Background: an optimization exercise with open tools, aiming at small area and a short achievable clock period. Do not read the settings as production practice.
Where RTL was checked, it was by simulation tests only, not by an equivalence proof against the original.
For runs 1 to 5, only the layout was checked, not whether the RTL still works.

==> design/flow/design.v <==
module multiplier_bf16 (
    input  [15:0] A,
    input  [15:0] B,
    output [15:0] P
);
    wire [7:0] ea = A[14:7];
    wire [7:0] eb = B[14:7];
    wire       sign = A[15] ^ B[15];
    wire za = ~|ea;
    wire zb = ~|eb;
    wire ma = &ea;
    wire mb = &eb;
    wire na = ma & (|A[6:0]);
    wire nb = mb & (|B[6:0]);
    wire ia = ma & ~(|A[6:0]);
    wire ib = mb & ~(|B[6:0]);
    wire [6:0] a = A[6:0];
    wire [6:0] b = B[6:0];
    wire [15:0] mp;
    wire w1 = (a[0] & b[6]) ^ (a[1] & b[5]);
    wire w2 = (a[0] & b[6]) & (a[1] & b[5]);
    wire w3 = (a[1] & b[6]) ^ (a[2] & b[5]) ^ (a[3] & b[4]);
    wire w4 = ((a[1] & b[6]) & (a[2] & b[5])) | ((a[1] & b[6]) & (a[3] & b[4])) | ((a[2] & b[5]) & (a[3] & b[4]));
    wire w5 = (a[4] & b[3]) ^ (a[5] & b[2]);
    wire w6 = (a[4] & b[3]) & (a[5] & b[2]);
    wire w7 = (a[2] & b[6]) ^ (a[3] & b[5]) ^ (a[4] & b[4]);
    wire w8 = ((a[2] & b[6]) & (a[3] & b[5])) | ((a[2] & b[6]) & (a[4] & b[4])) | ((a[3] & b[5]) & (a[4] & b[4]));
    wire w9 = (a[5] & b[3]) ^ (a[6] & b[2]);
    wire w10 = (a[5] & b[3]) & (a[6] & b[2]);
    wire w11 = (a[3] & b[6]) ^ (a[4] & b[5]) ^ (a[5] & b[4]);
    wire w12 = ((a[3] & b[6]) & (a[4] & b[5])) | ((a[3] & b[6]) & (a[5] & b[4])) | ((a[4] & b[5]) & (a[5] & b[4]));
    wire w13 = (a[0] & b[4]) ^ (a[1] & b[3]);
    wire w14 = (a[0] & b[4]) & (a[1] & b[3]);
    wire w15 = (a[0] & b[5]) ^ (a[1] & b[4]) ^ (a[2] & b[3]);
    wire w16 = ((a[0] & b[5]) & (a[1] & b[4])) | ((a[0] & b[5]) & (a[2] & b[3])) | ((a[1] & b[4]) & (a[2] & b[3]));
    wire w17 = (a[3] & b[2]) ^ (a[4] & b[1]);
    wire w18 = (a[3] & b[2]) & (a[4] & b[1]);
    wire w19 = w1 ^ (a[2] & b[4]) ^ (a[3] & b[3]);
    wire w20 = (w1 & (a[2] & b[4])) | (w1 & (a[3] & b[3])) | ((a[2] & b[4]) & (a[3] & b[3]));
    wire w21 = (a[4] & b[2]) ^ (a[5] & b[1]) ^ (a[6] & b[0]);
    wire w22 = ((a[4] & b[2]) & (a[5] & b[1])) | ((a[4] & b[2]) & (a[6] & b[0])) | ((a[5] & b[1]) & (a[6] & b[0]));
    wire w23 = w3 ^ w5 ^ (a[6] & b[1]);
    wire w24 = (w3 & w5) | (w3 & (a[6] & b[1])) | (w5 & (a[6] & b[1]));
    wire w25 = a[0] ^ b[0] ^ w2;
    wire w26 = (a[0] & b[0]) | (a[0] & w2) | (b[0] & w2);
    wire w27 = w7 ^ w9 ^ a[1];
    wire w28 = (w7 & w9) | (w7 & a[1]) | (w9 & a[1]);
    wire w29 = b[1] ^ w4 ^ w6;
    wire w30 = (b[1] & w4) | (b[1] & w6) | (w4 & w6);
    wire w31 = w11 ^ (a[6] & b[3]) ^ a[2];
    wire w32 = (w11 & (a[6] & b[3])) | (w11 & a[2]) | ((a[6] & b[3]) & a[2]);
    wire w33 = b[2] ^ w8 ^ w10;
    wire w34 = (b[2] & w8) | (b[2] & w10) | (w8 & w10);
    wire w35 = (a[4] & b[6]) ^ (a[5] & b[5]) ^ (a[6] & b[4]);
    wire w36 = ((a[4] & b[6]) & (a[5] & b[5])) | ((a[4] & b[6]) & (a[6] & b[4])) | ((a[5] & b[5]) & (a[6] & b[4]));
    wire w37 = a[3] ^ b[3] ^ w12;
    wire w38 = (a[3] & b[3]) | (a[3] & w12) | (b[3] & w12);
    wire w39 = (a[5] & b[6]) ^ (a[6] & b[5]) ^ a[4];
    wire w40 = ((a[5] & b[6]) & (a[6] & b[5])) | ((a[5] & b[6]) & a[4]) | ((a[6] & b[5]) & a[4]);
    wire w41 = (a[0] & b[3]) ^ (a[1] & b[2]);
    wire w42 = (a[0] & b[3]) & (a[1] & b[2]);
    wire w43 = w13 ^ (a[2] & b[2]) ^ (a[3] & b[1]);
    wire w44 = (w13 & (a[2] & b[2])) | (w13 & (a[3] & b[1])) | ((a[2] & b[2]) & (a[3] & b[1]));
    wire w45 = w15 ^ w17 ^ (a[5] & b[0]);
    wire w46 = (w15 & w17) | (w15 & (a[5] & b[0])) | (w17 & (a[5] & b[0]));
    wire w47 = w19 ^ w21 ^ w16;
    wire w48 = (w19 & w21) | (w19 & w16) | (w21 & w16);
    wire w49 = w23 ^ w25 ^ w20;
    wire w50 = (w23 & w25) | (w23 & w20) | (w25 & w20);
    wire w51 = w27 ^ w29 ^ w24;
    wire w52 = (w27 & w29) | (w27 & w24) | (w29 & w24);
    wire w53 = w31 ^ w33 ^ w28;
    wire w54 = (w31 & w33) | (w31 & w28) | (w33 & w28);
    wire w55 = w35 ^ w37 ^ w32;
    wire w56 = (w35 & w37) | (w35 & w32) | (w37 & w32);
    wire w57 = w39 ^ b[4] ^ w36;
    wire w58 = (w39 & b[4]) | (w39 & w36) | (b[4] & w36);
    wire w59 = (a[6] & b[6]) ^ a[5] ^ b[5];
    wire w60 = ((a[6] & b[6]) & a[5]) | ((a[6] & b[6]) & b[5]) | (a[5] & b[5]);
    wire w61 = (a[0] & b[2]) ^ (a[1] & b[1]);
    wire w62 = (a[0] & b[2]) & (a[1] & b[1]);
    wire w63 = w41 ^ (a[2] & b[1]) ^ (a[3] & b[0]);
    wire w64 = (w41 & (a[2] & b[1])) | (w41 & (a[3] & b[0])) | ((a[2] & b[1]) & (a[3] & b[0]));
    wire w65 = w43 ^ (a[4] & b[0]) ^ w42;
    wire w66 = (w43 & (a[4] & b[0])) | (w43 & w42) | ((a[4] & b[0]) & w42);
    wire w67 = w45 ^ w14 ^ w44;
    wire w68 = (w45 & w14) | (w45 & w44) | (w14 & w44);
    wire w69 = w47 ^ w18 ^ w46;
    wire w70 = (w47 & w18) | (w47 & w46) | (w18 & w46);
    wire w71 = w49 ^ w22 ^ w48;
    wire w72 = (w49 & w22) | (w49 & w48) | (w22 & w48);
    wire w73 = w51 ^ w26 ^ w50;
    wire w74 = (w51 & w26) | (w51 & w50) | (w26 & w50);
    wire w75 = w53 ^ w30 ^ w52;
    wire w76 = (w53 & w30) | (w53 & w52) | (w30 & w52);
    wire w77 = w55 ^ w34 ^ w54;
    wire w78 = (w55 & w34) | (w55 & w54) | (w34 & w54);
    wire w79 = w57 ^ w38 ^ w56;
    wire w80 = (w57 & w38) | (w57 & w56) | (w38 & w56);
    wire w81 = w59 ^ w40 ^ w58;
    wire w82 = (w59 & w40) | (w59 & w58) | (w40 & w58);
    wire w83 = a[6] ^ b[6] ^ w60;
    wire w84 = (a[6] & b[6]) | (a[6] & w60) | (b[6] & w60);
    wire [16:0] rc;
    assign rc[0] = 1'b0;
    assign mp[0] = (a[0] & b[0]) ^ 1'b0 ^ rc[0];
    assign rc[1] = ((a[0] & b[0]) & 1'b0) | ((a[0] & b[0]) & rc[0]) | (1'b0 & rc[0]);
    assign mp[1] = (a[0] & b[1]) ^ (a[1] & b[0]) ^ rc[1];
    assign rc[2] = ((a[0] & b[1]) & (a[1] & b[0])) | ((a[0] & b[1]) & rc[1]) | ((a[1] & b[0]) & rc[1]);
    assign mp[2] = w61 ^ (a[2] & b[0]) ^ rc[2];
    assign rc[3] = (w61 & (a[2] & b[0])) | (w61 & rc[2]) | ((a[2] & b[0]) & rc[2]);
    assign mp[3] = w63 ^ w62 ^ rc[3];
    assign rc[4] = (w63 & w62) | (w63 & rc[3]) | (w62 & rc[3]);
    assign mp[4] = w65 ^ w64 ^ rc[4];
    assign rc[5] = (w65 & w64) | (w65 & rc[4]) | (w64 & rc[4]);
    assign mp[5] = w67 ^ w66 ^ rc[5];
    assign rc[6] = (w67 & w66) | (w67 & rc[5]) | (w66 & rc[5]);
    assign mp[6] = w69 ^ w68 ^ rc[6];
    assign rc[7] = (w69 & w68) | (w69 & rc[6]) | (w68 & rc[6]);
    assign mp[7] = w71 ^ w70 ^ rc[7];
    assign rc[8] = (w71 & w70) | (w71 & rc[7]) | (w70 & rc[7]);
    assign mp[8] = w73 ^ w72 ^ rc[8];
    assign rc[9] = (w73 & w72) | (w73 & rc[8]) | (w72 & rc[8]);
    assign mp[9] = w75 ^ w74 ^ rc[9];
    assign rc[10] = (w75 & w74) | (w75 & rc[9]) | (w74 & rc[9]);
    assign mp[10] = w77 ^ w76 ^ rc[10];
    assign rc[11] = (w77 & w76) | (w77 & rc[10]) | (w76 & rc[10]);
    assign mp[11] = w79 ^ w78 ^ rc[11];
    assign rc[12] = (w79 & w78) | (w79 & rc[11]) | (w78 & rc[11]);
    assign mp[12] = w81 ^ w80 ^ rc[12];
    assign rc[13] = (w81 & w80) | (w81 & rc[12]) | (w80 & rc[12]);
    assign mp[13] = w83 ^ w82 ^ rc[13];
    assign rc[14] = (w83 & w82) | (w83 & rc[13]) | (w82 & rc[13]);
    assign mp[14] = 1'b1 ^ w84 ^ rc[14];
    assign rc[15] = (1'b1 & w84) | (1'b1 & rc[14]) | (w84 & rc[14]);
    assign mp[15] = 1'b0 ^ 1'b0 ^ rc[15];
    assign rc[16] = (1'b0 & 1'b0) | (1'b0 & rc[15]) | (1'b0 & rc[15]);
    wire       nrm = mp[15];
    wire [6:0] m   = nrm ? mp[14:8] : mp[13:7];
    wire [8:0] t;
    wire [8:0] tc;
    genvar i;
    assign tc[0] = nrm;
    generate
        for (i = 0; i < 8; i = i + 1) begin : ex
            assign t[i]    = ea[i] ^ eb[i] ^ tc[i];
            assign tc[i+1] = (ea[i] & eb[i]) | (ea[i] & tc[i]) | (eb[i] & tc[i]);
        end
    endgenerate
    assign t[8] = tc[8];
    wire       uf = ~t[8] & ~t[7];                         
    wire       of = t[8] & (t[7] | (&t[6:1]));            
    wire [7:0] e  = t[7:0] - 8'd127;
    assign P = (na | nb | (ia & zb) | (ib & za)) ? 16'h7F81 :
               (ia | ib)                        ? {sign, 8'hFF, 7'b0} :
               (za | zb | uf)                   ? {sign, 15'b0} :
               of                               ? {sign, 8'hFF, 7'b0} :
                                                  {sign, e, m};
endmodule
module adder_bf16 (
    input  [15:0] A,
    input  [15:0] B,
    output [15:0] S
);
    wire       sa = A[15];
    wire       sb = B[15];
    wire [7:0] ea = A[14:7];
    wire [7:0] eb = B[14:7];
    wire ma  = &ea;
    wire mb  = &eb;
    wire nfa = |A[6:0];
    wire nfb = |B[6:0];
    wire na  = ma & nfa;
    wire nb  = mb & nfb;
    wire ia  = ma & ~nfa;
    wire ib  = mb & ~nfb;
    wire nan_out = na | nb | (ia & ib & (sa ^ sb));
    wire inf_out = ia | ib;
    wire sinf    = ia ? sa : sb;
    wire [7:0] t;
    wire [8:0] tc;
    assign tc[0] = 1'b0;
    genvar i;
    generate
        for (i = 0; i < 8; i = i + 1) begin : td
            assign t[i]    = ea[i] ^ ~eb[i] ^ tc[i];
            assign tc[i+1] = (ea[i] & ~eb[i]) | (ea[i] & tc[i]) | (~eb[i] & tc[i]);
        end
    endgenerate
    wire ce = tc[8];
    wire ee = &t;                       
    wire [7:0] fc;
    assign fc[0] = 1'b1;
    generate
        for (i = 0; i < 7; i = i + 1) begin : fcmp
            assign fc[i+1] = (A[i] & ~B[i]) | (A[i] & fc[i]) | (~B[i] & fc[i]);
        end
    endgenerate
    wire agb = ce | (ee & fc[7]);       
    wire [6:0] fbig = agb ? A[6:0] : B[6:0];
    wire [6:0] fsml = agb ? B[6:0] : A[6:0];
    wire       hsml = agb ? |eb : |ea;
    wire       sbig = agb ? sa : sb;
    wire [7:0] eg   = ce ? ea : eb;
    wire [9:0] xb = {|eg, fbig, 2'b00};
    wire [9:0] xs = {hsml, fsml, 2'b00};
    wire [9:0] xp = ce ? {1'b0, xs[9:1]} : xs;
    wire [7:0] sh = t ^ {8{~ce}};
    wire [9:0] ys = (|sh[7:4]) ? 10'd0 : (xp >> sh[3:0]);
    wire       op = sa ^ sb;
    wire [9:0] yo = ys ^ {10{op}};
    wire [10:0] sc;
    wire [10:0] sum;
    assign sc[0] = op;
    generate
        for (i = 0; i < 10; i = i + 1) begin : ad
            assign sum[i]  = xb[i] ^ yo[i] ^ sc[i];
            assign sc[i+1] = (xb[i] & yo[i]) | (xb[i] & sc[i]) | (yo[i] & sc[i]);
        end
    endgenerate
    assign sum[10] = sc[10] & ~op;
    wire        z8 = ~|sum[10:3];
    wire [10:0] v1 = z8 ? {sum[2:0], 8'b0} : sum;
    wire        z4 = ~|v1[10:7];
    wire [10:0] v2 = z4 ? {v1[6:0], 4'b0} : v1;
    wire        z2 = ~|v2[10:9];
    wire [10:0] v3 = z2 ? {v2[8:0], 2'b0} : v2;
    wire        z1 = ~v3[10];
    wire [10:0] v4 = z1 ? {v3[9:0], 1'b0} : v3;
    wire [3:0]  lz = {z8, z4, z2, z1};
    wire [8:0] u = 9'd1 - {5'b0, lz};
    wire [8:0] ex;
    wire [9:0] xc;
    assign xc[0] = 1'b0;
    generate
        for (i = 0; i < 9; i = i + 1) begin : xa
            wire g = (i < 8) ? eg[i] : 1'b0;
            assign ex[i]   = g ^ u[i] ^ xc[i];
            assign xc[i+1] = (g & u[i]) | (g & xc[i]) | (u[i] & xc[i]);
        end
    endgenerate
    wire zero = ~|sum;
    wire uf   = ex[8] | ~|ex[7:0];
    wire of   = &ex[7:0];
    assign S = nan_out ? 16'h7F81 :
               inf_out ? {sinf, 8'hFF, 7'b0} :
               zero    ? {sa & sb, 15'b0} :
               uf      ? {sbig, 15'b0} :
               of      ? {sbig, 8'hFF, 7'b0} :
                         {sbig, ex[7:0], v4[9:3]};
endmodule
module bf16_mac_tree (
    input clk,
    input reset,
    input [15:0] in0, in1, in2, in3,
    input [15:0] in4, in5, in6, in7,
    input [15:0] in8, in9, in10, in11,
    input [15:0] in12, in13, in14, in15,
    output [15:0] out
);
    wire [15:0] prod [0:7];
    reg  [15:0] prod_r [0:7];
    wire [15:0] sum [0:5];
    reg  [15:0] s4_r, s5_r;
    multiplier_bf16 m0 (.A(in0),  .B(in1),  .P(prod[0]));
    multiplier_bf16 m1 (.A(in2),  .B(in3),  .P(prod[1]));
    multiplier_bf16 m2 (.A(in4),  .B(in5),  .P(prod[2]));
    multiplier_bf16 m3 (.A(in6),  .B(in7),  .P(prod[3]));
    multiplier_bf16 m4 (.A(in8),  .B(in9),  .P(prod[4]));
    multiplier_bf16 m5 (.A(in10), .B(in11), .P(prod[5]));
    multiplier_bf16 m6 (.A(in12), .B(in13), .P(prod[6]));
    multiplier_bf16 m7 (.A(in14), .B(in15), .P(prod[7]));
    reg live;
    always @(posedge clk) begin
        prod_r[0] <= prod[0]; prod_r[1] <= prod[1];
        prod_r[2] <= prod[2]; prod_r[3] <= prod[3];
        prod_r[4] <= prod[4]; prod_r[5] <= prod[5];
        prod_r[6] <= prod[6]; prod_r[7] <= prod[7];
    end
    always @(posedge clk or posedge reset) begin
        if (reset) live <= 1'b0;
        else       live <= 1'b1;
    end
    adder_bf16 a0 (.A(prod_r[0]), .B(prod_r[1]), .S(sum[0]));
    adder_bf16 a1 (.A(prod_r[2]), .B(prod_r[3]), .S(sum[1]));
    adder_bf16 a2 (.A(prod_r[4]), .B(prod_r[5]), .S(sum[2]));
    adder_bf16 a3 (.A(prod_r[6]), .B(prod_r[7]), .S(sum[3]));
    adder_bf16 a4 (.A(sum[0]), .B(sum[1]), .S(sum[4]));
    adder_bf16 a5 (.A(sum[2]), .B(sum[3]), .S(sum[5]));
    always @(posedge clk or posedge reset) begin
        if (reset) begin
            s4_r <= 16'b0;
            s5_r <= 16'b0;
        end else begin
            s4_r <= live ? sum[4] : 16'b0;
            s5_r <= live ? sum[5] : 16'b0;
        end
    end
    adder_bf16 a6 (.A(s4_r), .B(s5_r), .S(out));
endmodule
==> design/flow/flow/run.sh <==
#!/bin/bash
# Own layout flow: the standard flow with three changes.
#  - Synthesis keeps the module hierarchy until the final flatten (SYNTH_HIERARCHICAL=1),
#    maps with the ABC script flow/area.abc, and extracts full-adder
#    cells only inside multiplier_bf16 (no half adders, no adder cells elsewhere).
#  - Port buffers are sky130_fd_sc_hd__buf_1.
# Each step's full output goes to its own log in this folder.
set -euo pipefail
W=$(pwd)
F=$W/flow
cat > $W/my_synth.tcl <<EOT
proc abc {args} {
  set i [lsearch -exact \$args -script]
  if {\$i >= 0} { set args [lreplace \$args [expr {\$i+1}] [expr {\$i+1}] $F/area.abc] }
  yosys abc {*}\$args
}
proc extract_fa {args} { yosys extract_fa -fa multiplier_bf16 }
source $W/synth_recipe.tcl
EOT
bash standard.sh SYNTH_SCRIPT=$W/my_synth.tcl SYNTH_HIERARCHICAL=1 synth > $W/synth.log 2>&1
bash standard.sh "BUFFER_PORTS_ARGS=-buffer_cell sky130_fd_sc_hd__buf_1" > $W/layout.log 2>&1
==> design/flow/flow/area.abc <==
strash
dc2
dch
map -D 4000
==> design/flow/standard.sh <==
#!/bin/bash
# synth_recipe.tcl (not shown) runs the flow's synth.tcl, then flattens the netlist and writes it again
# the make line also repeats each setting of config.mk as NAME=value (left out here)
make -C /OpenROAD-flow-scripts/flow DESIGN_CONFIG=/design/flow/config.mk WORK_HOME=/design/flow/orfs CLKGATE_MAP_FILE= SYNTH_SCRIPT=/design/flow/synth_recipe.tcl "${@:-finish}"
==> design/flow/config.mk <==
export PLATFORM = sky130hd
export DESIGN_NAME = bf16_mac_tree
export DESIGN_NICKNAME = bf16_mac_tree
export VERILOG_FILES = /design/flow/design.v
export SDC_FILE = /design/flow/constraint.sdc
export NUM_CORES = 4
export LEC_CHECK = 0
export CAP_MARGIN = 20
export CORE_MARGIN = 2
export CORE_UTILIZATION = 40
export SLEW_MARGIN = 20
==> design/flow/constraint.sdc <==
create_clock -name core_clock -period 46.0 [get_ports {clk}]
set_input_delay 9.2000 -clock core_clock [delete_from_list [all_inputs] [get_ports {clk}]]
set_output_delay 9.2000 -clock core_clock [all_outputs]
set_load 0.01 [all_outputs]
==> summary.txt, run 1 <==
- Async set or reset register ratio after synthesis: 0.205
- First drt pass iteration count: 8
- Mapped Cells: 6451
- Die Ht: 319 µm
- Skew final: 0.0206 ns
- # diodes: 0
- Cts repair resizes: 0
- Slowest cell on crit path: nand2_1
- FMAX: 0.0526 GHz
- Post-synth top area share: 0.202
- Root Driver: clkbuf_16
- Flops & latches, synth: 161
- Core ar.: 0.0984 mm²
- Clock Pin Slew Worst Setup and Hold Paths: 0.07 ns
- Worst slew pin tran: 1.06 ns
- Clock latency at the later pin of the worst-skew pair: 0.50 ns
- Syn Nets: 7109
- Worst setup path class: reg -> out
- Status: no timing/DRC/antenna violations
- Via density per instance: 5.47
- Netlist cell types: 38
- Max_slew headroom: 0.284
- Final setup viols: 0
- CTS tree: built
- Clock sinks: 161
- Critical Path Stages: 39
- Grt total ovfl: 0
- Postcts setup bufs: 0
- Fin util: 0.438
- FF-to-FF path depth: 82
- CP Capture Type: output port
- Sequential Area: 0.00339 mm²
- Port buffer count: 273
- Starting Density: 0.403
- Post-synth top flop: dfxtp_1
- Avg Synthesized Cell Area: 6.15 µm²
- Final ANT Viol Nets: 0
- HPWL Detailed: 99200 µm
- GR Util All Layers: 0.229
- Drt drc: 0
- Via count: 44131
- Worst Slack Setup Final: 27.00 ns
- Crit-path max cell delay: 0.84 ns
- Hold Path Depth: 2
- Arr. time, crit path: 9.80 ns
- Area Overhead vs Synth: 8.72%
- Most frequent cells after synthesis: nand2_1, clkinv_1, nand3_1, nor2_1, fa_1
- I/O pin count: 274
- Number of global-route vias before repair: 41178
- Worst slack, placed: 27.46 ns
- RSZ-0062 raised after global routing: false
- Core Rows: 115
- WP buf/inv: 4
- FILL cells: 10744
- First-pass GRT wire length: 199000 µm
- Post-Route WL: 116000 µm
- Final Cycle Share: 0.413
- Ys Warns: 9
- Most numerous cell in the Yosys netlist: nand2_1
- Initial antenna violation count: 0
- Worst hold path class: reg -> reg
- H-tree levels: 4
- Largest cells by area after synthesis: fa_1, nand2_1, nand3_1
- Hold-fix buffers, CTS: 0
- Worst setup SP type: register
- Die area: 0.102 mm²
- Crit path max-delay family: simple AND/OR/NAND/NOR gates
- Share of layout cells above drive strength 1: 0.0267
- Hold Fails Final Rpt: 0
- Final critical-path required period: 19.00 ns
- Synth area leader: fa_1
- Max Buffers Root-to-Sink: 2
- RePlAce Congestion: 0.948
- Post-synth EDFFs: 0
- Setup tns final: 0 ns
- Sequential fraction of the synthesis area: 0.0854
- Pin count of the biggest net entering global routing: 39
- Worst reg-to-reg setup slack: 27.58 ns
- Synthesized cell area: 0.0397 mm²
- Count of final max-slew check failures: 0
- Drt first-iter violations: 3164
- Crit Path Max Fanout: 21
- Fin nets: 7422
- Max cap viols: 0
- Chip width: 319 µm
- Multi-input combinational cell area: 0.0320 mm²
- CTS Buf Count: 17
- DR WL/cell: 14.4 µm
- Critical Path RT: 36.80 ns
-- metal layers --
layer,part of all wire,vias up,GRT usage
li1,-,22472,-
met1,0.48,20443,0.327
met2,0.46,1125,0.377
met3,0.046,91,0.0202
met4,0.010,0,0.0421
met5,0,-,0
-- modules after synthesis (local to each module, per instance) --
module           times used  flip-flops and latches  area [µm²]
multiplier_bf16           8                       0        2000
bf16_mac_tree             1                     161        3640
adder_bf16                7                       0        2870
-- placed cells by master, fill, tap and decap left out, types with 8 or more instances in the layout --
cell type and n:
nand2_1 1393, clkinv_1 1140, o2111ai_1 21, a21o_2 28
o221ai_1 28, dfxtp_1 128, and3_2 8, buf_1 273
o21ai_0 292, buf_4 20, a22oi_1 23, o21a_1 21
xnor2_1 52, or2_2 28, nor4_1 67, and2_2 15
a41oi_1 42, a221oi_1 15, o211ai_1 127, nor2_1 761
mux2i_1 28, nand3_1 890, a21oi_1 248, nand4_1 293
a41o_2 21, a31oi_1 42, o41ai_1 14, xor2_1 87
xnor3_4 14, nand3b_1 35, clkbuf_16 18, o22ai_1 60
fa_1 400, dfrtp_1 33, nor3_1 53
-- worst register-to-register path: cells and delay by family, from the launching register on --
kind | cells | cell delay (ns)
simple gates | 55 | 9.75
compound gates | 22 | 6.90
flops | 1 | 0.42
buf+inv | 5 | 1.26
-- final cells by class --
cell class	count	share of cell area
multi-input cells	5150	0.743
repair buffers	294	0.0279
flip-flops and latches	161	0.0785
clock inverters	13	0.00374
clock buffers	19	0.0105
inverters	1140	0.0992
well taps	1287	0.0373
-- cells by family (layout without fill, tap and decap cells) --
group | Yosys count | count (layout) | share of synthesized area
adders and majority gates | 400 | 400 | 0.202
xor gates and xnor gates | 153 | 153 | 0.0400
and+or+nand+nor | 3557 | 3557 | 0.397
muxes | 28 | 28 | 0.00706
other | 1 | 1 | 0.0000945
AOI/OAI and AO/OA | 1011 | 1011 | 0.160
DFF | 161 | 161 | 0.0854
buffers and inverters | 1140 | 1466 | 0.108
-- final timing paths --
check | endpoint | startpoint
max in group asynchronous | s4_r[11] | reset
worst max register to register | s4_r[11] | prod_r[0][7]
worst min-delay path | s4_r[6] | live
min in group asynchronous | s4_r[5] | reset
worst min register to register | s4_r[6] | live
worst max-delay path | out[2] | s4_r[7]
-- through the flow --
stage / cells / cell area [µm²] / hold WS [ns]
after floorplan: 6451 / 39700 / 0.777
after global placement: 8031 / 42500 / 0.919
after detailed placement: 8032 / 42500 / 0.934
after CTS: 8064 / 43100 / 0.940
after global routing: 8064 / 43100 / 1.02
final: 8064 / 43100 / 0.923
-- sequential cells by signal, indices dropped and copies added (netlist names) --
signal,cells
prod_r,128
s4_r,16
s5_r,16
live,1
==> inputs of run 2 (changes only) <==
==> design/flow/flow/area.abc (replaced) <==
strash
dc2
dch
map -D 7000
==> run 2 against run 1 <==
Effect of this change:
- via count shrank 17%
- still clean
- setup slack lost 1.3 ns
- cell area shrank 11%
- global-route usage shrank 1.3 points
==> summary.txt, run 2 <==
- Status: no timing/DRC/antenna violations
- Flops & latches, synth: 161 (unchanged)
- Worst slack, placed: 26.37 ns (-1.09 ns)
- Grt total ovfl: 0 (unchanged)
- Postcts setup bufs: 0 (unchanged)
- Post-synth top flop: dfxtp_1
- Largest register FFs: 128 (unchanged)
- Synth area leader: fa_1
- Worst path most repeated cell: nand2_1
- Syn Nets: 6416 (-9.7%)
- Drt drc: 0 (unchanged)
- Initial antenna violation count: 0 (unchanged)
- Sequential Area: 0.00339 mm² (unchanged)
- Clock Pin Slew Worst Setup and Hold Paths: 0.06 ns (about the same)
- Die Ht: 301 µm (-5.5%)
- Multi-input combinational cell area: 0.0276 mm² (-14%)
- Max_slew headroom: 0.348 (+0.0640)
- Pin count of the biggest net entering global routing: 34 (-13%)
- Final critical-path required period: 20.25 ns (+1.26 ns)
- DR WL/cell: 13.3 µm (-7.6%)
- Arr. time, crit path: 11.05 ns (+1.25 ns)
- CP Capture Type: output port
- Top layer in use: met4
- Port buffer count: 273 (unchanged)
- Die area: 0.0908 mm² (-11%)
- Worst setup SP type: register
- FF-to-FF path depth: 135 (+65%)
- Starting Density: 0.402 (-0.00117)
- Share of layout cells above drive strength 1: 0.0234 (-0.00330)
- Largest Register: prod_r
- Worst Slack Setup Final: 25.75 ns (-1.26 ns)
- CTS tree: built
- Async set or reset register ratio after synthesis: 0.205 (unchanged)
- Via count: 36663 (-17%)
- Final Cycle Share: 0.440 (+0.0273)
- Area Overhead vs Synth: 8.78% (about the same)
- Avg Synthesized Cell Area: 6.14 µm² (-0.16%)
- Most frequent cells after synthesis: nand2_1, clkinv_1, nor2_1, o21ai_0, fa_1
- Slowest cell on crit path: nand2_1
- Clock sinks: 161 (unchanged)
- Hold Fails Final Rpt: 0 (unchanged)
- Worst slew pin tran: 0.967 ns (-0.0950 ns)
- Root Driver: clkbuf_16
- FMAX: 0.0494 GHz (-6.2%)
- Largest cells by area after synthesis: fa_1, nand2_1, clkinv_1
- Chip width: 301 µm (-5.5%)
- Number of global-route vias before repair: 35049 (-15%)
- Max Buffers Root-to-Sink: 2 (unchanged)
- RePlAce Congestion: 0.942 (-0.62%)
- RSZ-0062 raised after global routing: false
- Netlist cell types: 34 (-11%)
- Setup tns final: 0 ns (unchanged)
- Dpl cell area: 0.0379 mm² (-11%)
- Minimum hold slack: 0.917 ns (-0.00586 ns)
- Most numerous cell in the Yosys netlist: nand2_1
- HPWL Detailed: 83500 µm (-16%)
- CTS Buf Count: 17 (unchanged)
- Synthesized cell area: 0.0354 mm² (-11%)
- Via density per instance: 5.07 (-7.4%)
- Drt first-iter violations: 2079 (-34%)
- H-tree levels: 4 (unchanged)
- Largest regs: prod_r: 128 flops, s4_r: 16 flops, s5_r: 16 flops
- Crit Path Max Fanout: 32 (+52%)
- Final ANT Viol Nets: 0 (unchanged)
- Commonest non-fill, non-tap cell in the layout: nand2_1
- Count of final max-slew check failures: 0 (unchanged)
- Met2 wire length: 46300 µm (-14%)
- Final Cell Area: 0.0385 mm² (-11%)
- FILL cells: 9385 (-13%)
- Number of cells after detailed placement: 7199 (-10%)
- Core Rows: 109 (-5.2%)
- Core ar.: 0.0880 mm² (-11%)
- First drt pass iteration count: 5 (-3)
- Hold-fix buffers, CTS: 0 (unchanged)
- Mapped Cells: 5758 (-11%)
- Layout Cells excl Fill: 7232 (-10%)
- Cts repair resizes: 0 (unchanged)
- Post-Route WL: 96200 µm (-17%)
- Final setup viols: 0 (unchanged)
- I/O pin count: 274 (unchanged)
- Most frequent cells in the layout: nand2_1, clkinv_1, nor2_1, o21ai_0, fa_1
- Critical Path RT: 36.80 ns (about the same)
- Ys Warns: 9 (unchanged)
- Hold Path Depth: 2 (unchanged)
- Post-synth EDFFs: 0 (unchanged)
- Post-synth top area share: 0.226 (+0.0246)
- Clock latency at the later pin of the worst-skew pair: 0.48 ns (-0.02 ns)
- GR Util All Layers: 0.215 (-0.0133)
- Fin nets: 6711 (-9.6%)
- First-pass GRT wire length: 165000 µm (-17%)
- Met1 WL: 44300 µm (-21%)
- Worst setup path class: reg -> out
- Sequential fraction of the synthesis area: 0.0958 (+0.0104)
- Max cap viols: 0 (unchanged)
- Wire length on met3: 3590 µm (-33%)
- Crit-path max cell delay: 0.85 ns (about the same)
- Worst hold path class: reg -> reg
- Worst reg-to-reg setup slack: 26.28 ns (-1.30 ns)
- Skew final: 0.0127 ns (-0.00782 ns)
[run 2: through the flow]
stage,util
after floorplan,-
after global placement,0.430
after detailed placement,0.430
after CTS,0.437
after global routing,0.437
final,0.437
[run 2: final timing paths]
check | end | startpoint
worst min register to register | s5_r[12] | live
worst min-delay path | s5_r[12] | live
worst max register to register | s5_r[1] | prod_r[4][7]
worst max-delay path | out[3] | s4_r[7]
max in group asynchronous | s5_r[12] | reset
min in group asynchronous | s4_r[3] | reset
[run 2: kinds of logic after synthesis]
family / after synthesis / synth area share
XOR/XNOR: 279 / 0.0691
other: 1 / 0.000106
AND/OR/NAND/NOR: 2822 / 0.335
adder cells (fa/ha/maj): 400 / 0.226
buffers and inverters: 1154 / 0.122
AO/OA/AOI/OAI: 934 / 0.149
multiplexers: 7 / 0.00198
flip-flops: 161 / 0.0958
[run 2: cell type report]
class | count | area share
inverter | 1154 | 0.113
sequential | 161 | 0.0881
timing repair buffer | 276 | 0.0272
multi-input combinational | 4443 | 0.719
clock inverter | 14 | 0.00433
clock buffer | 18 | 0.0112
antenna | 1 | 0.0000651
tap | 1165 | 0.0379
[run 2: worst max-delay path: cells and delay by family (launching register included)]
| kind | cells | cell delay (ns) |
|---|---|---|
| AO/OA/AOI/OAI | 8 | 1.64 |
| XOR/XNOR | 2 | 0.17 |
| buffers and inverters | 8 | 1.21 |
| flip-flops | 1 | 0.35 |
| AND/OR/NAND/NOR | 47 | 7.17 |
[run 2: metal layers]
| layer | vias up | track usage |
|---|---|---|
| met1 | 16690 | 0.282 |
| met4 | 0 | 0.0578 |
| li1 | 19044 | - |
| met2 | 812 | 0.378 |
| met3 | 117 | 0.0204 |
| met5 | - | 0 |
[run 2: per-module statistics from Yosys (local to each module, per instance)]
module	copies in the design	cell area, µm²	flops+latches
bf16_mac_tree	1	3640	161
adder_bf16	7	2250	0
multiplier_bf16	8	2000	0
==> inputs of run 3 (changes only) <==
--- a/design/flow/config.mk
+++ b/design/flow/config.mk
@@ -9,3 +9,4 @@
 export CORE_MARGIN = 2
 export CORE_UTILIZATION = 40
+export CTS_BUF_LIST = sky130_fd_sc_hd__clkbuf_4 sky130_fd_sc_hd__clkbuf_8
 export SLEW_MARGIN = 20
==> run 3 against run 2 <==
Effect of this change:
- hold slack improved by 0.0059 ns
- first-iteration DRC count decreased by 7.6%
- still clean on timing, DRC and antenna
- critical endpoint unchanged
- fmax decreased by 0.26%
- cell area decreased by 0.48%
- final cell count about the same
- critical path type unchanged
==> summary.txt, run 3 <==
- Critical Path RT: 36.80 ns (about the same)
- Post-Synth XOR/XNOR Area: 0.0691 (unchanged)
- H-tree levels: 4 (unchanged)
- Core ar.: 0.0880 mm² (unchanged)
- Via count: 36645 (-0.049%)
- I/O pin count: 274 (unchanged)
- Via density per instance: 5.07 (about the same)
- Max cap viols: 0 (unchanged)
- Largest family of logic cells by synthesized area: simple AND/OR/NAND/NOR gates
- Post-synth top area share: 0.226 (unchanged)
- Max_slew headroom: 0.353 (+0.00469)
- Ys Warns: 9 (unchanged)
- Area Overhead vs Synth: 8.25%
- Flops & latches, synth: 161 (unchanged)
- Post-synthesis compound-gate area fraction: 0.149 (unchanged)
- CP Capture Type: output port
- Hold Startpoint: live
- Chip width: 301 µm (unchanged)
- Drt drc: 0 (unchanged)
- Synthesized-area fraction occupied by and/or/nand/nor cells: 0.335 (unchanged)
- Cts repair resizes: 0 (unchanged)
- Final ANT Viol Nets: 0 (unchanged)
- HPWL Detailed: 83500 µm (unchanged)
- Clock Pin Slew Worst Setup and Hold Paths: 0.09 ns (+0.03 ns)
- Async set or reset register ratio after synthesis: 0.205 (unchanged)
- Hold Path Depth: 2 (unchanged)
- Reg2reg end: s5_r[1]
- FF-to-FF path depth: 135 (unchanged)
- Initial antenna violation count: 1 (+1)
- Worst hold path class: reg -> reg
- Number of cells after detailed placement: 7199 (unchanged)
- Crit-path max cell delay: 0.85 ns (about the same)
- Worst reg-to-reg setup slack: 26.26 ns (-0.02 ns)
- Setup tns final: 0 ns (unchanged)
- Pin count of the biggest net entering global routing: 34 (unchanged)
- CTS tree: built
- Root Driver: clkbuf_8
- FILL cells: 9414 (+0.31%)
- Final critical-path required period: 20.31 ns (+0.0530 ns)
- Synth Area in Adders: 0.226 (unchanged)
- Die Ht: 301 µm (unchanged)
- Layout Cells excl Fill: 7233 (+0.014%)
- Postcts setup bufs: 0 (unchanged)
- Mapped Cells: 5758 (unchanged)
- CTS Buf Count: 17 (unchanged)
- GR Util All Layers: 0.215 (-0.000465)
- DR WL/cell: 13.3 µm (about the same)
- Core Rows: 109 (unchanged)
- Max Buffers Root-to-Sink: 2 (unchanged)
- Most numerous cell in the Yosys netlist: nand2_1
- Drt first-iter violations: 1920 (-7.6%)
- Synthesized cell area: 0.0354 mm² (unchanged)
- RSZ-0062 raised after global routing: false
- RePlAce Congestion: 0.942 (unchanged)
- Status: no timing/DRC/antenna violations
- Hold-fix buffers, CTS: 0 (unchanged)
- Worst setup path class: reg -> out
- Netlist cell types: 34 (unchanged)
- Largest Register: prod_r
- Number of global-route vias before repair: 34994 (-0.16%)
- Final Cycle Share: 0.441 (+0.00115)
- Fin nets: 6711 (unchanged)
- First drt pass iteration count: 6 (+1)
- Share of layout cells above drive strength 1: 0.0236 (+0.000165)
- Post-synth EDFFs: 0 (unchanged)
- Hold Fails Final Rpt: 0 (unchanged)
- Worst path most repeated cell: nand2_1
- FMAX: 0.0492 GHz (-0.26%)
- Post-synth top flop: dfxtp_1
- Final setup viols: 0 (unchanged)
- Sequential fraction of the synthesis area: 0.0958 (unchanged)
- Hold endpoint: s5_r[12]
- Starting Density: 0.402 (unchanged)
- Avg Synthesized Cell Area: 6.14 µm² (unchanged)
- Skew final: 0.0147 ns (+0.00199 ns)
- Largest cells by area after synthesis: fa_1, nand2_1, clkinv_1
- Most frequent cells after synthesis: nand2_1, clkinv_1, nor2_1, o21ai_0, fa_1
- Port buffer count: 273 (unchanged)
- Synth area leader: fa_1
- Commonest non-fill, non-tap cell in the layout: nand2_1
- First-pass GRT wire length: 165000 µm (-0.18%)
- Worst setup SP type: register
- Worst r2r src: prod_r[4][7]
- Worst slew pin tran: 0.968 ns (+0.000839 ns)
- Count of final max-slew check failures: 0 (unchanged)
- Most frequent cells in the layout: nand2_1, clkinv_1, nor2_1, o21ai_0, fa_1
- Grt total ovfl: 0 (unchanged)
- Clock sinks: 161 (unchanged)
- Largest regs: prod_r: 128 flops, s4_r: 16 flops, s5_r: 16 flops
- Post-Route WL: 96200 µm (about the same)
- Slowest cell on crit path: nand2_1
- Mux cell area share after synthesis: 0.00198 (unchanged)
- Crit Path Max Fanout: 32 (unchanged)
- Clock latency at the later pin of the worst-skew pair: 0.54 ns (+0.06 ns)
- Die area: 0.0908 mm² (unchanged)
- Largest register FFs: 128 (unchanged)
- Arr. time, crit path: 11.11 ns (+0.06 ns)
- Syn Nets: 6416 (unchanged)
==> run 3: changes by cell type in the layout (fill, tap and decap cells not counted), sizes merged <==
cell | before | now
diode | 1 | 2
==> run 3: layout make-up <==
| type | count | area (µm²) | share of cell area |
|---|---|---|---|
| repair buffers | 276 | 1050 | 0.0274 |
| flip-flops and latches | 161 | 3390 | 0.0885 |
| clock inverters | 14 | 166 | 0.00435 |
| inverters | 1154 | 4330 | 0.113 |
| well taps | 1165 | 1460 | 0.0381 |
| diodes | 2 | 5.00 | 0.000131 |
| clock buffers | 18 | 241 | 0.00631 |
| multi-input cells | 4443 | 27600 | 0.722 |
==> run 3: per-module statistics from Yosys, one instance, submodules excluded <==
module | area (µm²) | copies in the design
bf16_mac_tree | 3640 | 1
adder_bf16 | 2250 | 7
multiplier_bf16 | 2000 | 8
==> run 3: worst max path at each step <==
| stage | from | to | depth (start not counted) |
|---|---|---|---|
| after floorplan | s4_r[7] | out[3] | 67 |
| after global placement | s4_r[7] | out[3] | 65 |
| after detailed placement | s4_r[7] | out[3] | 65 |
| after CTS | s4_r[7] | out[3] | 65 |
| after global routing | prod_r[2][7] | s4_r[3] | 132 |
| final | s4_r[7] | out[3] | 65 |
==> run 3: critical path, delay by kind of cell, from the launching register on <==
kind                      cells  cell delay [ns]
DFF                           1             0.36
buffers and inverters         8             1.21
xor gates and xnor gates      2             0.17
and+or+nand+nor              47             7.18
AOI/OAI and AO/OA             8             1.64
==> run 3: stage by stage <==
stage	utilization	cell area (µm²)	hold slack [ns]	setup slack, ns
floorplan	-	35400	0.777	28.18
global placement	0.430	37900	0.940	26.32
detailed placement	0.430	37900	0.922	26.37
CTS	0.435	38300	0.939	25.71
global route	0.435	38300	1.02	23.44
finish	0.435	38300	0.923	25.69
==> run 3: routing by layer <==
layer | routed length, µm | track usage | vias up
li1 | - | - | 19037
met1 | 44600 | 0.281 | 16703
met2 | 46200 | 0.378 | 791
met3 | 3420 | 0.0191 | 114
met4 | 2020 | 0.0571 | 0
met5 | 0 | 0 | -
==> run 3: cell families after synthesis <==
logic type,count (synthesis)
simple gates,2822
buf+inv,1154
compound gates,934
fa+ha+maj,400
xor+xnor,279
flops,161
mux,7
other cells,1
==> inputs of run 4 (changes only) <==
==> design/flow/flow/area.abc (replaced) <==
strash
dc2
dch
map -D 7000
topo
buffer -c
dnsize -c
--- a/design/flow/config.mk
+++ b/design/flow/config.mk
@@ -9,4 +9,3 @@
 export CORE_MARGIN = 2
 export CORE_UTILIZATION = 40
-export CTS_BUF_LIST = sky130_fd_sc_hd__clkbuf_4 sky130_fd_sc_hd__clkbuf_8
 export SLEW_MARGIN = 20
==> run 4 against run 3 <==
Effect of this change:
- still clean
- synthesized cell count rose by 1.1%
- sequential share of layout area barely moved
- non-clock buffer count grew 1
- first-iteration DRC count increased by 10%
- synthesized area up 0.65%
- critical path depth increased by 3
- clock skew up 0.0032 ns
- register-to-register slack improved by 0.85 ns
- fmax rose by 3.2%
- final cell count about the same
- highest routed layer unchanged
==> summary.txt, run 4 <==
- Via density per instance: 5.07 (+0.14%)
- H-tree levels: 4 (unchanged)
- Synth Area in Adders: 0.225 (-0.00147)
- Skew final: 0.0179 ns (+0.00316 ns)
- Critical Path RT: 36.80 ns (about the same)
- Core ar.: 0.0882 mm² (+0.31%)
- Sequential fraction of the synthesis area: 0.0952 (-0.000623)
- I/O pin count: 274 (unchanged)
- Drt first-iter violations: 2117 (+10%)
- Max_slew headroom: 0.358 (+0.00526)
- RSZ-0062 raised after global routing: false
- Most numerous cell in the Yosys netlist: nand2_1
- Status: no timing/DRC/antenna violations
- Worst path most repeated cell: nand2_1
- Minimum hold slack: 0.922 ns (-0.000907 ns)
- DR WL/cell: 13.2 µm (-0.53%)
- Largest regs: prod_r: 128 flops, s4_r: 16 flops, s5_r: 16 flops
- Die area: 0.0914 mm² (+0.65%)
- Mux cell area share after synthesis: 0.00197 (-0.0000129)
- Post-synthesis compound-gate area fraction: 0.148 (-0.000969)
- Flops & latches, synth: 161 (unchanged)
- Final Cycle Share: 0.428 (-0.0136)
- Mapped Cells: 5819 (+1.1%)
- Syn Nets: 6477 (+0.95%)
- Worst slack, placed: 26.81 ns (+0.439 ns)
- Clock latency at the later pin of the worst-skew pair: 0.49 ns (-0.05 ns)
- Port buffer count: 273 (unchanged)
- Crit Path Max Fanout: 32 (unchanged)
- Most frequent cells in the layout: nand2_1, inv_1, nor2_1, o21ai_0, fa_1
- Largest register FFs: 128 (unchanged)
- Met1 WL: 46100 µm (+3.5%)
- Final ANT Viol Nets: 0 (unchanged)
- Die Ht: 302 µm (+0.32%)
- HPWL Detailed: 82400 µm (-1.4%)
- Final Cell Area: 0.0384 mm² (+0.34%)
- Hold Fails Final Rpt: 0 (unchanged)
- Arr. time, crit path: 10.48 ns (-0.63 ns)
- Slowest cell on crit path: nand2_1
- Core Rows: 109 (unchanged)
- Largest Register: prod_r
- Commonest non-fill, non-tap cell in the layout: nand2_1
- Worst Slack Setup Final: 26.32 ns (+0.626 ns)
- Largest cells by area after synthesis: fa_1, nand2_1, inv_1
- Multi-input combinational cell area: 0.0276 mm² (-0.17%)
- Worst slew pin tran: 0.960 ns (-0.00787 ns)
- Synth area leader: fa_1
- Most frequent cells after synthesis: nand2_1, inv_1, nor2_1, o21ai_0, fa_1
- Via count: 36693 (+0.13%)
- CTS Buf Count: 17 (unchanged)
- Dpl cell area: 0.0378 mm² (-0.11%)
- Synthesized-area fraction occupied by and/or/nand/nor cells: 0.332 (-0.00348)
- # diodes: 0 (-2)
- Worst hold path class: reg -> reg
- Clock Pin Slew Worst Setup and Hold Paths: 0.08 ns (about the same)
- Pin count of the biggest net entering global routing: 34 (unchanged)
- GR Util All Layers: 0.212 (-0.00235)
- Number of global-route vias before repair: 35115 (+0.35%)
- Hold-fix buffers, CTS: 0 (unchanged)
- RePlAce Congestion: 0.935 (-0.76%)
- Wire length on met3: 4490 µm (+31%)
- FMAX: 0.0508 GHz (+3.2%)
- Top layer in use: met4
- Synthesized cell area: 0.0356 mm² (+0.65%)
- Drt drc: 0 (unchanged)
- Ys Warns: 9 (unchanged)
- Met2 wire length: 44100 µm (-4.5%)
- Worst setup path class: reg -> out
- Fin util: 0.435 (about the same)
- Worst setup SP type: register
- Sequential Area: 0.00339 mm² (unchanged)
- Area Overhead vs Synth: 7.92%
- Starting Density: 0.403 (+0.00138)
- CP Capture Type: output port
- Final critical-path required period: 19.68 ns (-0.626 ns)
- Cts repair resizes: 0 (unchanged)
- Max cap viols: 0 (unchanged)
- Count of final max-slew check failures: 0 (unchanged)
- Post-synth EDFFs: 0 (unchanged)
- Final setup viols: 0 (unchanged)
- CTS tree: built
- Share of layout cells above drive strength 1: 0.0175 (-0.00610)
- Grt total ovfl: 0 (unchanged)
- Netlist cell types: 38 (+12%)
- Async set or reset register ratio after synthesis: 0.205 (unchanged)
- Initial antenna violation count: 0 (-1)
- Crit-path max cell delay: 0.69 ns (-0.16 ns)
- Setup tns final: 0 ns (unchanged)
- Post-synth top flop: dfxtp_1
- First drt pass iteration count: 6 (unchanged)
- Avg Synthesized Cell Area: 6.12 µm² (-0.40%)
- Fin nets: 6712 (+0.015%)
- Clock sinks: 161 (unchanged)
- Root Driver: clkbuf_16
- Postcts setup bufs: 0 (unchanged)
- Largest family of logic cells by synthesized area: simple AND/OR/NAND/NOR gates
- FILL cells: 9485 (+0.75%)
- Max Buffers Root-to-Sink: 2 (unchanged)
- Post-synth top area share: 0.225 (-0.00147)
- Chip width: 302 µm (+0.32%)
- Post-Route WL: 95600 µm (-0.55%)
- Post-Synth XOR/XNOR Area: 0.0687 (-0.000449)
- First-pass GRT wire length: 165000 µm (+0.11%)
-- run 4: cell families after synthesis --
kind of cell	count (synthesis)
AO/OA/AOI/OAI	934
XOR/XNOR	279
adder cells (fa/ha/maj)	400
buffers and inverters	1215
flip-flops	161
multiplexers	7
other	1
AND/OR/NAND/NOR	2822
-- run 4: modules after synthesis, one instance, submodules excluded --
module	cell area (µm²)	flip-flops and latches	cells inside
bf16_mac_tree	3680	161	231
multiplier_bf16	2000	0	282
adder_bf16	2270	0	476
-- run 4: path summary, 6_finish.rpt --
path | to | slack [ns] | cells after the start | from
max | out[3] | 26.32 | 68 | s4_r[7]
min | s4_r[12] | 0.92 | 2 | live
max reg2reg | s4_r[3] | 27.11 | 131 | prod_r[0][7]
min reg2reg | s4_r[12] | 0.92 | 2 | live
max in group asynchronous | s5_r[14] | 36.92 | 3 | reset
min in group asynchronous | s4_r[12] | 8.78 | 3 | reset
-- run 4: layer usage --
layer | global-route usage | vias to the layer above
met4 | 0.0401 | 0
met3 | 0.0231 | 68
met1 | 0.297 | 16833
met2 | 0.356 | 917
li1 | - | 18875
met5 | 0 | -
-- run 4: through the flow --
step | instances
floorplan | 5819
global placement | 7200
detailed placement | 7200
CTS | 7232
global route | 7232
finish | 7232
-- run 4: critical path: cells and delay by family, from the launching register on --
kind	cells	cell delay [ns]
xor+xnor	2	0.16
compound gates	8	1.44
flops	1	0.37
buf+inv	9	1.25
simple gates	49	6.76
-- run 4: final cells by class --
class	instances	area share
clock buffer	18	0.0114
clock inverter	14	0.00375
inverter	1154	0.113
multi-input combinational	4443	0.718
sequential	161	0.0882
tap	1165	0.0379
timing repair buffer	277	0.0275
==> inputs of run 5 (changes only) <==
==> design/flow/flow/area.abc (replaced) <==
strash
dc2
dch
map -D 7000
--- a/design/flow/config.mk
+++ b/design/flow/config.mk
@@ -8,4 +8,5 @@
 export CAP_MARGIN = 20
 export CORE_MARGIN = 2
-export CORE_UTILIZATION = 40
+export CORE_UTILIZATION = 60
+export PLACE_DENSITY = 0.7
 export SLEW_MARGIN = 20
==> run 5 against run 4 <==
Effect of this change:
- non-clock buffer count decreased by 2
- synthesized area decreased by 0.65%
- clock skew increased by 0.0046 ns
- routed wire length decreased by 1.6%
- cell area decreased by 1.1%
- synthesized cell count decreased by 1.0%
- critical path depth unchanged
- hold slack improved by 0.014 ns
- flip-flop and latch count unchanged
==> summary.txt, run 5 <==
- Mapped Cells: 5758 (-1.0%)
- Arr. time, crit path: 11.01 ns (+0.53 ns)
- Reg2reg end: s4_r[3]
- Worst reg-to-reg setup slack: 26.13 ns (-0.98 ns)
- RSZ-0062 raised after global routing: false
- Drt first-iter violations: 2678 (+26%)
- Worst hold path class: reg -> reg
- Final setup viols: 0 (unchanged)
- Post-synth EDFFs: 0 (unchanged)
- Grt total ovfl: 0 (unchanged)
- Fin util: 0.655 (+0.219)
- I/O pin count: 274 (unchanged)
- Crit-path max cell delay: 0.85 ns (+0.16 ns)
- Worst slew pin tran: 0.970 ns (+0.00910 ns)
- Hold endpoint: s5_r[12]
- Crit path max-delay family: simple AND/OR/NAND/NOR gates
- DR WL/cell: 13.8 µm (+4.2%)
- Worst r2r src: prod_r[2][7]
- Slowest cell on crit path: nand2_1
- Worst path most repeated cell: nand2_1
- Flops & latches, synth: 161 (unchanged)
- Post-Synth XOR/XNOR Area: 0.0691 (+0.000449)
- Area Overhead vs Synth: 7.41%
- Port buffer count: 273 (unchanged)
- Initial antenna violation count: 1 (+1)
- First-pass GRT wire length: 160000 µm (-2.7%)
- Synth area leader: fa_1
- CP Capture Type: output port
- Largest regs: prod_r: 128 flops, s4_r: 16 flops, s5_r: 16 flops
- Hold Path Depth: 2 (unchanged)
- Final ANT Viol Nets: 0 (unchanged)
- Starting Density: 0.609 (+0.206)
- Post-synth top area share: 0.226 (+0.00147)
- H-tree levels: 4 (unchanged)
- Clock latency at the later pin of the worst-skew pair: 0.49 ns (about the same)
- Clock sinks: 161 (unchanged)
- Max_slew headroom: 0.352 (-0.00608)
- Synthesized cell area: 0.0354 mm² (-0.65%)
- Via density per instance: 5.49 (+8.2%)
- Worst setup SP type: register
- Final Cycle Share: 0.439 (+0.0116)
- Pin count of the biggest net entering global routing: 34 (unchanged)
- Clock Pin Slew Worst Setup and Hold Paths: 0.07 ns (about the same)
- Crit Path Max Fanout: 32 (unchanged)
- Skew final: 0.0225 ns (+0.00456 ns)
- Mux cell area share after synthesis: 0.00198 (+0.0000129)
- Largest register FFs: 128 (unchanged)
- Hold Fails Final Rpt: 0 (unchanged)
- Largest family of logic cells by synthesized area: simple AND/OR/NAND/NOR gates
- Most numerous cell in the Yosys netlist: nand2_1
- Ys Warns: 9 (unchanged)
- Worst setup path class: reg -> out
- Post-synthesis compound-gate area fraction: 0.149 (+0.000969)
- FMAX: 0.0495 GHz (-2.6%)
- Synth Area in Adders: 0.226 (+0.00147)
- First drt pass iteration count: 6 (unchanged)
- Cts repair resizes: 0 (unchanged)
- Max cap viols: 0 (unchanged)
- Number of global-route vias before repair: 34786 (-0.94%)
- Drt drc: 0 (unchanged)
- Die area: 0.0609 mm² (-33%)
- CTS tree: built
- Largest cells by area after synthesis: fa_1, nand2_1, clkinv_1
- Synthesized-area fraction occupied by and/or/nand/nor cells: 0.335 (+0.00348)
- CTS Buf Count: 17 (unchanged)
- Async set or reset register ratio after synthesis: 0.205 (unchanged)
- Sequential fraction of the synthesis area: 0.0958 (+0.000623)
- Critical Path RT: 36.80 ns (about the same)
- Count of final max-slew check failures: 0 (unchanged)
- Post-synth top flop: dfxtp_1
- Share of layout cells above drive strength 1: 0.0234 (+0.00594)
- Via count: 37504 (+2.2%)
- Largest Register: prod_r
- WP buf/inv: 9 (unchanged)
- Commonest non-fill, non-tap cell in the layout: nand2_1
- Die Ht: 247 µm (-18%)
- Avg Synthesized Cell Area: 6.14 µm² (+0.40%)
- Post-Route WL: 94100 µm (-1.6%)
- Postcts setup bufs: 0 (unchanged)
- Setup tns final: 0 ns (unchanged)
- Status: no timing/DRC/antenna violations
- Hold-fix buffers, CTS: 0 (unchanged)
- Hold Startpoint: live
- Most frequent cells after synthesis: nand2_1, clkinv_1, nor2_1, o21ai_0, fa_1
- Netlist cell types: 34 (-11%)
- Max Buffers Root-to-Sink: 2 (unchanged)
- Root Driver: clkbuf_16
- Chip width: 247 µm (-18%)
- RePlAce Congestion: 1.01 (+8.0%)
- Final critical-path required period: 20.21 ns (+0.532 ns)
- Core ar.: 0.0580 mm² (-34%)
- GR Util All Layers: 0.314 (+0.101)
- Syn Nets: 6416 (-0.94%)
- Core Rows: 88 (-19%)
- HPWL Detailed: 81000 µm (-1.7%)
- Most frequent cells in the layout: nand2_1, clkinv_1, nor2_1, o21ai_0, fa_1
- FF-to-FF path depth: 126 (-3.8%)
- Fin nets: 6710 (-0.030%)
- Critical Path Stages: 68 (unchanged)
- FILL cells: 5615 (-41%)
==> run 5: final cells by class <==
cell class | count | area (µm²) | area share
clock inverter | 15 | 190 | 0.00501
tap | 765 | 957 | 0.0252
timing repair buffer | 275 | 1040 | 0.0274
clock buffer | 17 | 425 | 0.0112
multi-input combinational | 4443 | 27600 | 0.728
inverter | 1154 | 4330 | 0.114
sequential | 161 | 3390 | 0.0892
antenna | 2 | 5.00 | 0.000132
==> run 5: through the flow <==
| stage | setup WS [ns] | cells | cell area, µm² | hold slack [ns] |
|---|---|---|---|---|
| final | 25.79 | 6832 | 38000 | 0.936 |
| after global routing | 23.53 | 6831 | 38000 | 1.01 |
| after CTS | 25.90 | 6830 | 38000 | 0.942 |
| after detailed placement | 26.46 | 6798 | 37400 | 0.941 |
| after global placement | 26.55 | 6798 | 37400 | 0.926 |
| after floorplan | 28.18 | 5758 | 35400 | 0.777 |
==> run 5: how the worst max path moves through the flow <==
| stage | from | to | slack [ns] |
|---|---|---|---|
| 4_1_cts | s4_r[7] | out[5] | 25.90 |
| 6_report | s4_r[7] | out[5] | 25.79 |
| 3_3_place_gp | s4_r[7] | out[5] | 26.55 |
| 5_1_grt | prod_r[2][7] | s4_r[3] | 23.53 |
| 2_1_floorplan | s4_r[7] | out[3] | 28.18 |
| 3_5_place_dp | s4_r[7] | out[5] | 26.46 |
==> run 5: metal layers <==
metal  GRT usage  up-vias  wire [µm]  part of all wire
met4      0.0796        0       2110             0.022
met1       0.434    17078      43400              0.46
li1            -    19050          -                 -
met5           0        -          0                 0
met2       0.524     1219      43000              0.46
met3      0.0349      157       5610             0.060
==> run 5: worst reg2reg max path: cells and delay by family, from the launching register on <==
family | cells | cell delay [ns]
and+or+nand+nor | 83 | 11.85
DFF | 1 | 0.35
AOI/OAI and AO/OA | 25 | 4.68
xor gates and xnor gates | 4 | 0.68
buffers and inverters | 14 | 2.19
==> run 5: cell families after synthesis <==
logic type               Yosys count
AND/OR/NAND/NOR                 2822
buffers and inverters           1154
AO/OA/AOI/OAI                    934
adder cells (fa/ha/maj)          400
XOR/XNOR                         279
flip-flops                       161
multiplexers                       7
other                              1
==> run 5: modules after synthesis, one instance, submodules excluded <==
module,flip-flops and latches,area (µm²),cells inside
adder_bf16,0,2250,470
bf16_mac_tree,161,3640,228
multiplier_bf16,0,2000,280
==> inputs of run 6 (changes only) <==
--- a/design/flow/design.v
+++ b/design/flow/design.v
@@ -229,18 +229,35 @@
     wire [10:0] v4 = z1 ? {v3[9:0], 1'b0} : v3;
     wire [3:0]  lz = {z8, z4, z2, z1};
-    wire [8:0] u = 9'd1 - {5'b0, lz};
-    wire [8:0] ex;
-    wire [9:0] xc;
-    assign xc[0] = 1'b0;
+    wire [8:0] ic;
+    wire [7:0] eg1;
+    assign ic[0] = 1'b1;
     generate
-        for (i = 0; i < 9; i = i + 1) begin : xa
-            wire g = (i < 8) ? eg[i] : 1'b0;
-            assign ex[i]   = g ^ u[i] ^ xc[i];
-            assign xc[i+1] = (g & u[i]) | (g & xc[i]) | (u[i] & xc[i]);
+        for (i = 0; i < 8; i = i + 1) begin : inc
+            assign eg1[i]  = eg[i] ^ ic[i];
+            assign ic[i+1] = eg[i] & ic[i];
         end
     endgenerate
-    wire zero = ~|sum;
-    wire uf   = ex[8] | ~|ex[7:0];
-    wire of   = &ex[7:0];
+    wire [3:0] hm;                      
+    wire [4:0] hb;
+    assign hb[0] = 1'b1;
+    generate
+        for (i = 0; i < 4; i = i + 1) begin : dec
+            assign hm[i]   = eg1[4+i] ^ hb[i];
+            assign hb[i+1] = ~eg1[4+i] & hb[i];
+        end
+    endgenerate
+    wire [3:0] lo;                      
+    wire [4:0] lb;
+    assign lb[0] = 1'b0;
+    generate
+        for (i = 0; i < 4; i = i + 1) begin : sub
+            assign lo[i]   = eg1[i] ^ lz[i] ^ lb[i];
+            assign lb[i+1] = (~eg1[i] & lz[i]) | (~eg1[i] & lb[i]) | (lz[i] & lb[i]);
+        end
+    endgenerate
+    wire [7:0] ex = {lb[4] ? hm : eg1[7:4], lo};
+    wire zero = ~v4[10];                           
+    wire uf   = ~|eg[7:4] & (lz > eg[3:0]);        
+    wire of   = sum[10] & (eg == 8'hFE);           
     assign S = nan_out ? 16'h7F81 :
                inf_out ? {sinf, 8'hFF, 7'b0} :
@@ -248,5 +265,5 @@
                uf      ? {sbig, 15'b0} :
                of      ? {sbig, 8'hFF, 7'b0} :
-                         {sbig, ex[7:0], v4[9:3]};
+                         {sbig, ex, v4[9:3]};
 endmodule
 module bf16_mac_tree (
==> design/flow/flow/area.abc (replaced) <==
strash
dc2
dch
map -D 7000
topo
buffer -c
dnsize -c
--- a/design/flow/config.mk
+++ b/design/flow/config.mk
@@ -8,5 +8,4 @@
 export CAP_MARGIN = 20
 export CORE_MARGIN = 2
-export CORE_UTILIZATION = 60
-export PLACE_DENSITY = 0.7
+export CORE_UTILIZATION = 40
 export SLEW_MARGIN = 20
==> run 6 against run 5 <==
Effect of this change:
- still clean on timing, DRC and antenna
- hold slack worse by 0.0022 ns
- first-iteration DRC count is 18% lower
- clock skew is 0.0050 ns lower
- flip-flop and latch count stayed put
- utilization is 22 points lower
- sequential share of layout area is 0.063 points lower
- global-route usage is 10 points lower
- clock-buffer cell count is 3 higher
- die area is 50% higher
- routed wire length is 1.8% higher
- critical endpoint is now out[14]
==> summary.txt, run 6 <==
- Status: no timing/DRC/antenna violations
- Starting Density: 0.403 (-0.207)
- Worst r2r src: prod_r[3][8]
- Largest cells by area after synthesis: fa_1, nand2_1, inv_1
- Core ar.: 0.0881 mm² (+52%)
- Crit Path Max Fanout: 20 (-38%)
- Crit-path max cell delay: 0.48 ns (-0.37 ns)
- H-tree levels: 4 (unchanged)
- Max_slew headroom: 0.352 (+0.000414)
- Post-synth top area share: 0.226 (-0.000751)
- CP Capture Type: output port
- Root Driver: clkbuf_16
- Max cap viols: 0 (unchanged)
- Reg2reg end: s4_r[14]
- Post-synth top flop: dfxtp_1
- Chip width: 302 µm (+22%)
- Mapped Cells: 5770 (+0.21%)
- WP buf/inv: 7 (-2)
- Final setup viols: 0 (unchanged)
- Die area: 0.0911 mm² (+50%)
- Most numerous cell in the Yosys netlist: nand2_1
- GR Util All Layers: 0.214 (-0.100)
- RSZ-0062 raised after global routing: false
- # diodes: 0 (-2)
- Clock latency at the later pin of the worst-skew pair: 0.51 ns (+0.02 ns)
- Cts repair resizes: 0 (unchanged)
- Final Cycle Share: 0.414 (-0.0255)
- Setup tns final: 0 ns (unchanged)
- Worst path most repeated cell: nand2_1
- Pin count of the biggest net entering global routing: 34 (unchanged)
- Worst setup SP type: register
- Largest Register: prod_r
- Largest regs: prod_r: 128 flops, s4_r: 16 flops, s5_r: 16 flops
- Via count: 36259 (-3.3%)
- Fin util: 0.434 (-0.220)
- Worst slew pin tran: 0.961 ns (-0.00843 ns)
- Synthesized cell area: 0.0355 mm² (+0.33%)
- Synth area leader: fa_1
- Grt total ovfl: 0 (unchanged)
- Async set or reset register ratio after synthesis: 0.205 (unchanged)
- Most frequent cells in the layout: nand2_1, inv_1, nor2_1, o21ai_0, fa_1
- Minimum hold slack: 0.933 ns (-0.00217 ns)
- Max Buffers Root-to-Sink: 2 (unchanged)
- Worst Setup SP: s5_r[8]
- First-pass GRT wire length: 164000 µm (+2.2%)
- I/O pin count: 274 (unchanged)
- Area Overhead vs Synth: 7.81%
- Worst setup path class: reg -> out
- Core Rows: 109 (+24%)
- RePlAce Congestion: 0.922 (-8.7%)
- Clock sinks: 161 (unchanged)
- Die Ht: 302 µm (+22%)
- Clock Pin Slew Worst Setup and Hold Paths: 0.06 ns (about the same)
- Number of global-route vias before repair: 34457 (-0.95%)
- Hold-fix buffers, CTS: 0 (unchanged)
- Count of final max-slew check failures: 0 (unchanged)
- Crit path to: out[14]
- Sequential fraction of the synthesis area: 0.0955 (-0.000318)
- CTS tree: built
- Netlist cell types: 38 (+12%)
- Initial antenna violation count: 2 (+1)
- Worst hold path class: reg -> reg
- Post-synth EDFFs: 0 (unchanged)
- Fin nets: 6654 (-0.83%)
## run 6: changes by cell type in the layout (fill, tap and decap cells not counted), moves of 21 or more
cell      change
a21oi_1      +35
a22oi_1      +21
clkinv_1   -1139
inv_1      +1112
nand2_1     -217
nand3_1      -91
nand4_1      -35
nor2_1      +161
nor3_1       +56
nor4_1       -21
o221ai_1     -21
o31ai_1      +21
or2_2        +35
## run 6: tightest hold or removal path, stage by stage (launching register included)
cell     delay [ns]
dfrtp_1        0.32
inv_1          0.37
nor2_1         0.20
## run 6: cell families (layout without fill, tap and decap cells)
group                    Yosys count  in the layout  share of synthesized area
AND/OR/NAND/NOR                 2724           2724                      0.321
buffers and inverters           1194           1432                      0.128
AO/OA/AOI/OAI                   1004           1004                      0.159
adder cells (fa/ha/maj)          400            400                      0.226
XOR/XNOR                         272            272                     0.0671
flip-flops                       161            161                     0.0955
multiplexers                      14             14                    0.00395
other                              1              1                   0.000106
## run 6: Yosys stat by module (local to each module, per instance)
| module | cells | flip-flops and latches | copies in the design |
|---|---|---|---|
| bf16_mac_tree | 231 | 161 | 1 |
| adder_bf16 | 469 | 0 | 7 |
| multiplier_bf16 | 282 | 0 | 8 |
## run 6: worst min-delay path by stage
stage / startpoint / to / slack [ns] / cells after the start
floorplan: live / s5_r[14] / 0.52 / 2
global placement: prod_r[6][15] / s5_r[15] / 0.93 / 6
detailed placement: prod_r[6][15] / s5_r[15] / 0.94 / 6
CTS: prod_r[6][15] / s5_r[15] / 0.96 / 6
global route: prod_r[6][15] / s5_r[15] / 1.02 / 6
finish: live / s4_r[2] / 0.93 / 2
## run 6: cell type report
cell class / instances / area, µm²
Clock buffer: 20 / 457
Clock inverter: 11 / 130
Fill cell: 9637 / 49900
Inverter: 1126 / 4230
Multi-Input combinational cell: 4415 / 27600
Sequential cell: 161 / 3390
Tap cell: 1165 / 1460
Timing Repair Buffer: 275 / 1040
## run 6: stage by stage
step	area [µm²]	cells	setup WS (ns)
floorplan	35500	5770	28.49
global placement	37700	7142	27.64
detailed placement	37700	7142	27.56
CTS	38300	7173	27.02
global route	38300	7173	24.83
finish	38300	7173	26.96
## run 6: per-layer routing
layer,routed length [µm],vias to the layer above,part of all wire,GRT usage
li1,-,18688,-,-
met1,45200,16600,0.47,0.289
met2,45100,850,0.47,0.366
met3,3950,117,0.041,0.0214
met4,1650,4,0.017,0.0528
met5,26,-,0.00027,0

[port drivers added, routing unchanged]
The flow's constraints put no driver on any port. The routed layouts listed below were extracted and timed again, unchanged, in two steps.
Step 1 sets driving cells, clkbuf_16 on the clock port and buf_2 on the other inputs (assumed; they add their load-dependent delay and slew).
Step 2 times the ports against the registers' clock, not the clock port: input delays grow and output delays shrink by t, the midpoint of the rising clock arrivals with the driver on.
Slacks: no drivers / after step 1 / after step 2; pairs: no drivers / after step 1.
| run | t, ns | slack for setup (ns) | worst slew at a driven data input, ns |
|---|---|---|---|
| run 1 | 0.559 | 27.003 / 26.931 / 27.490 | 0.06 |
| run 2 | 0.536 | 25.746 / 25.687 / 26.223 | 0.07 |
| run 3 | 0.602 | 25.693 / 25.627 / 26.229 | 0.07 |
| run 4 | 0.533 | 26.320 / 26.263 / 26.796 | 0.10 |
| run 5 | 0.536 | 25.787 / 25.734 / 26.130 | 0.08 |
| run 6 | 0.563 | 26.959 / 26.893 / 27.456 | 0.07 |
After both steps setup and hold are still met in every run listed.
